This is an optimization exercise on Yosys and OpenROAD, whose aim is small area, not a production implementation.
Only simulation tests tie the RTL to the original design; equivalence was not proved.

// LCD_driver
module LCD_driver(
    input system_clk, rst, run,
    input [31:0] score,
    output LCD_RW, LCD_EN, LCD_RS, LCD_RST,
    output reg [7:0] LCD_DATA
);
For scale: about 1200 cells after synthesis, ~47 I/O pins.
clock: 30.0 ns
lec_check: 0
abc_area: 1
cap_margin: 20
core_margin: 2
core_utilization: 60
cts_buf_list: sky130_fd_sc_hd__clkbuf_4
place_density: 0.85
setup_slack_margin: -2.0
slew_margin: 20
standard.sh (not shown) runs the stock make flow with config.mk's settings and CLKGATE_MAP_FILE= SYNTH_SCRIPT=/design/flow/synth_recipe.tcl, a recipe that flattens the netlist after the stock synthesis.
==> flow/flow/run.sh <==
#!/bin/bash
set -euo pipefail
W=$(pwd)
cat > "$W/area_synth.tcl" <<EOT
proc abc {args} {
  set i [lsearch -exact \$args -script]
  if {\$i >= 0} { lset args [expr {\$i + 1}] {$W/flow/area.abc} }
  yosys abc {*}\$args
}
source {$W/synth_recipe.tcl}
EOT
bash standard.sh SYNTH_SCRIPT="$W/area_synth.tcl" "BUFFER_PORTS_ARGS=-buffer_cell sky130_fd_sc_hd__buf_1" finish > "$W/standard_flow.log" 2>&1
==> flow/flow/area.abc <==
strash
balance -l
resub -K 6 -l
rewrite -l
resub -K 6 -N 2 -l
refactor -l
resub -K 8 -l
balance -l
resub -K 8 -N 2 -l
rewrite -l
resub -K 10 -l
rewrite -z -l
resub -K 10 -N 2 -l
balance -l
resub -K 12 -l
refactor -z -l
resub -K 12 -N 2 -l
rewrite -z -l
balance -l
balance -l
resub -K 6 -l
rewrite -l
resub -K 6 -N 2 -l
refactor -l
resub -K 8 -l
balance -l
resub -K 8 -N 2 -l
rewrite -l
resub -K 10 -l
rewrite -z -l
resub -K 10 -N 2 -l
balance -l
resub -K 12 -l
refactor -z -l
resub -K 12 -N 2 -l
rewrite -z -l
balance -l
dch -f
amap
topo
Rerun with:
PLACE_DENSITY = 0.7   (was 0.85)
Outcome: Sequential share of layout area barely changes; utilization goes up by 0.38 points; register-to-register slack barely changes; non-clock buffer count goes up by 2; worst setup slack gets better by 390 ps.
Rerun with:
SETUP_SLACK_MARGIN = -1.5   (was -2.0)
=> The changed run passed the timing, design-rule and antenna checks. Worst hold slack stays flat. Critical path depth rose by 37. Register-to-register slack is better by 50 ps. Wire length rose by 0.36%.


Setup of job 7475:
LCD_driver, a different RTL version from the one above (not shown whole).
Size: ~1200 cells after synthesis, about 6100 um2 of cells after synthesis.
==> flow/config.mk <==
export PLATFORM = sky130hd
export DESIGN_NAME = LCD_driver
export DESIGN_NICKNAME = LCD_driver
export VERILOG_FILES = /design/flow/design.v
export SDC_FILE = /design/flow/constraint.sdc
export NUM_CORES = 4
export LEC_CHECK = 0
export ABC_AREA = 1
export CAP_MARGIN = 20
export CORE_MARGIN = 2
export CORE_UTILIZATION = 60
export CTS_BUF_LIST = sky130_fd_sc_hd__clkbuf_4
export PLACE_DENSITY = 0.7
export SLEW_MARGIN = 20
==> flow/constraint.sdc <==
create_clock -name core_clock -period 30.0 [get_ports {system_clk}]
set_input_delay 6.0000 -clock core_clock [delete_from_list [all_inputs] [get_ports {system_clk}]]
set_output_delay 6.0000 -clock core_clock [all_outputs]
set_load 0.01 [all_outputs]
==> flow/flow/run.sh <==
#!/bin/bash

set -euo pipefail
W=$(pwd)
cat > "$W/area_synth.tcl" <<EOT
proc abc {args} {
  set i [lsearch -exact \$args -script]
  if {\$i >= 0} { lset args [expr {\$i + 1}] {$W/flow/area.abc} }
  yosys abc {*}\$args
}
source {$W/synth_recipe.tcl}
EOT
bash standard.sh SYNTH_SCRIPT="$W/area_synth.tcl" "BUFFER_PORTS_ARGS=-buffer_cell sky130_fd_sc_hd__buf_1" SETUP_SLACK_MARGIN=-3.0 finish > "$W/standard_flow.log" 2>&1
==> flow/flow/area.abc <==
strash
balance -l
resub -K 6 -l
rewrite -l
resub -K 6 -N 2 -l
refactor -l
resub -K 8 -l
balance -l
resub -K 8 -N 2 -l
rewrite -l
resub -K 10 -l
rewrite -z -l
resub -K 10 -N 2 -l
balance -l
resub -K 12 -l
refactor -z -l
resub -K 12 -N 2 -l
rewrite -z -l
balance -l
balance -l
resub -K 6 -l
rewrite -l
resub -K 6 -N 2 -l
refactor -l
resub -K 8 -l
balance -l
resub -K 8 -N 2 -l
rewrite -l
resub -K 10 -l
rewrite -z -l
resub -K 10 -N 2 -l
balance -l
resub -K 12 -l
refactor -z -l
resub -K 12 -N 2 -l
rewrite -z -l
balance -l
dch -f
amap -x
topo
What job 2080 does differently from job 7475 at the input level:
- setting SETUP_SLACK_MARGIN to -2.0 for the first time
==> flow/flow/run.sh <==
#!/bin/bash
set -euo pipefail
W=$(pwd)
cat > "$W/area_synth.tcl" <<EOT
proc abc {args} {
  set i [lsearch -exact \$args -script]
  if {\$i >= 0} { lset args [expr {\$i + 1}] {$W/flow/area.abc} }
  yosys abc {*}\$args
}
source {$W/synth_recipe.tcl}
EOT
bash standard.sh SYNTH_SCRIPT="$W/area_synth.tcl" "BUFFER_PORTS_ARGS=-buffer_cell sky130_fd_sc_hd__buf_1" finish > "$W/standard_flow.log" 2>&1
-- flow/flow/area.abc --
<<< job 7475, line 38
dch -f
amap -x
topo
>>> job 2080, line 38
dch -f
amap
topo
==> comparison <==
- Summary — via count, job 2080 relative to job 7475: higher, by 4.0%.
- The floorplan core area of job 2080 was inferior to that of job 7475.
- For the synthesized cell count, job 2080 came in 38 higher than job 7475 did.
- Number of hold buffers added after CTS: job 2080 vs job 7475 identical
- Compared with job 7475, in job 2080 required time at the endpoint of the critical path saw little to no change, critical path depth in cells increased by 5 relative to the old numbers.
- Higher area after synthesis among job 7475 and job 2080: job 2080
- Delta (job 2080 minus job 7475): final period utilization went down 0.23 points; final area climbed 4.6%.
[inputs] job 6671 vs job 2080
- SETUP_SLACK_MARGIN no longer set, was -2.0
-- flow/flow/run.sh --
<<< job 2080, line 11
EOT
bash standard.sh SYNTH_SCRIPT="$W/area_synth.tcl" "BUFFER_PORTS_ARGS=-buffer_cell sky130_fd_sc_hd__buf_1" finish > "$W/standard_flow.log" 2>&1
>>> job 6671, line 11
EOT
bash standard.sh SYNTH_SCRIPT="$W/area_synth.tcl" "BUFFER_PORTS_ARGS=-buffer_cell sky130_fd_sc_hd__buf_1" SETUP_SLACK_MARGIN=-2.0 finish > "$W/standard_flow.log" 2>&1
-- flow/flow/area.abc --
<<< job 2080, line 38
dch -f
amap
topo
>>> job 6671, line 38
dch -f
amap -x
topo
--- outcome ---
Job 6671 finished all stages; the layout is clean. Summary of the comparison: post-placement cell count is lower in job 6671, relative to job 2080. In the flow results for job 6671 and job 2080, the total length of routed met2 wires is larger on job 2080. Detailed-route via count delta for job 6671 relative to job 2080: about 3% lower. As far as total inserted antenna cells goes, job 2080 and job 6671 are indistinguishable; the numbers are identical. When job 6671 is measured against job 2080, its effective utilization at floorplan turns out 0.51 points lower. In job 6671, total stage count of the critical path is higher than in job 2080.
The inputs of job 8957 differ from those of job 6671 as listed below.
==> flow/flow/run.sh <==
#!/bin/bash

set -euo pipefail
W=$(pwd)
cat > "$W/area_synth.tcl" <<EOT
proc abc {args} {
  set i [lsearch -exact \$args -script]
  if {\$i >= 0} { lset args [expr {\$i + 1}] {$W/flow/area.abc} }
  yosys abc {*}\$args
}
source {$W/synth_recipe.tcl}
EOT
bash standard.sh SYNTH_SCRIPT="$W/area_synth.tcl" "BUFFER_PORTS_ARGS=-buffer_cell sky130_fd_sc_hd__buf_1" SETUP_SLACK_MARGIN=-3.0 finish > "$W/standard_flow.log" 2>&1
==> comparison <==
Diff job 8957..job 6671 | number of hold buffers added after cts | unchanged
Job 6671 was larger in final cell area than job 8957.
For sequential cell area share, job 8957 and job 6671 come out practically identical.
The detail-routed via count per cell number comes out higher for job 6671 vs job 8957.
Job 8957 against job 6671: length of routed met2 wiring decreased about 1.7%; area after synthesis was more or less identical; routed length per instance lost 1.0%.
Peak clock frequency supported by timing is lower on job 8957
For job 290, these inputs were changed with respect to job 8957:
-- flow/flow/run.sh --
<<< job 8957, line 12
EOT
bash standard.sh SYNTH_SCRIPT="$W/area_synth.tcl" "BUFFER_PORTS_ARGS=-buffer_cell sky130_fd_sc_hd__buf_1" SETUP_SLACK_MARGIN=-3.0 finish > "$W/standard_flow.log" 2>&1
>>> job 290, line 12
EOT
bash standard.sh SYNTH_SCRIPT="$W/area_synth.tcl" "BUFFER_PORTS_ARGS=-buffer_cell sky130_fd_sc_hd__buf_1" SKIP_INCREMENTAL_REPAIR=1 finish > "$W/standard_flow.log" 2>&1
Results
Diff job 8957..job 290 | setup clock skew after layout | negligible
Summary across job 8957 and job 290: the single failing run is job 290.
Ran to the end and failed final checks on negative setup slack: job 290.
The relative area change from synthesis to final layout on job 290 is in line with that on job 8957.
Job 8957 and job 290 ended up with nearly the same wire length after detailed routing.
Job 290: slack of the worst reg-to-reg path higher than job 8957
Input changes introduced in job 145 (baseline for comparison: job 290):
==> flow/flow/run.sh <==
#!/bin/bash
set -euo pipefail
W=$(pwd)
cat > "$W/area_synth.tcl" <<EOT
proc abc {args} {
  set i [lsearch -exact \$args -script]
  if {\$i >= 0} { lset args [expr {\$i + 1}] {$W/flow/area.abc} }
  yosys abc {*}\$args
}
source {$W/synth_recipe.tcl}
EOT
bash standard.sh SYNTH_SCRIPT="$W/area_synth.tcl" "BUFFER_PORTS_ARGS=-buffer_cell sky130_fd_sc_hd__buf_1" SETUP_SLACK_MARGIN=-2.5 finish > "$W/standard_flow.log" 2>&1
## What came out
Looking across job 290 and job 145, the single run that reached the end with no open violations was job 145.
The final report for job 290 shows a completed flow and a layout that fails verification, specifically negative setup slack.
Comparing job 290 and job 145, design area is higher on job 145.
Via count up about 0.5% in job 145 wrt job 290
Going from job 290 to job 145, detailed-route wire length per cell grows by about 1%.
Critical path depth, job 290 and job 145: lower on job 290
[compare] base=job 290 new=job 145: hold slack about even; wire length rose about 1%; setup slack rose 1.30 ns; sum of negative setup slack rose 0.011 ns.
From job 290 to job 145, count of hold buffers inserted by post-cts repair did not move at all.
Job 290 reports its cell type of the slowest stage on the worst timing path as sky130_fd_sc_hd__o21ai_0 while job 145 reports sky130_fd_sc_hd__o41ai_1.

afterwards: timing with drivers on the ports:
In the flow no input, the clock included, has a driving cell. The finished layouts below were timed again as built, in two steps.
Step 1, drivers: a clkbuf_16 drives system_clk and a buf_2 each remaining input, both assumed.
Step 2, shift: input delay + t, output delay - t, t = (earliest + latest rising clock arrival at the registers) / 2. This alone moves slack from input paths to output paths.
Slacks: ideal / step 1 / step 2; pairs: ideal / step 1.
run | t, ns | setup WS [ns] | worst register clock-pin slew, ns
the first run of note 1 | 0.313 | 0.860 / 0.855 / 0.542 | 0.09 / 0.09
the second run of note 1 | 0.322 | 1.249 / 1.254 / 0.933 | 0.09 / 0.09
the third run of note 1 | 0.322 | 1.844 / 1.846 / 1.524 | 0.09 / 0.09
job 7475 | 0.303 | 1.123 / 1.124 / 0.820 | 0.08 / 0.08
job 2080 | 0.296 | 1.192 / 1.188 / 0.891 | 0.08 / 0.08
job 6671 | 0.304 | 1.515 / 1.515 / 1.211 | 0.08 / 0.08
job 8957 | 0.303 | 1.123 / 1.124 / 0.820 | 0.08 / 0.08
job 290 | 0.304 | -0.011 / -0.010 / -0.314 | 0.08 / 0.08
job 145 | 0.306 | 1.285 / 1.285 / 0.979 | 0.08 / 0.08
For the third run of note 1, which loses most, drivers alone change the setup slack by +0.002 ns; drivers and shift together by -0.320 ns.
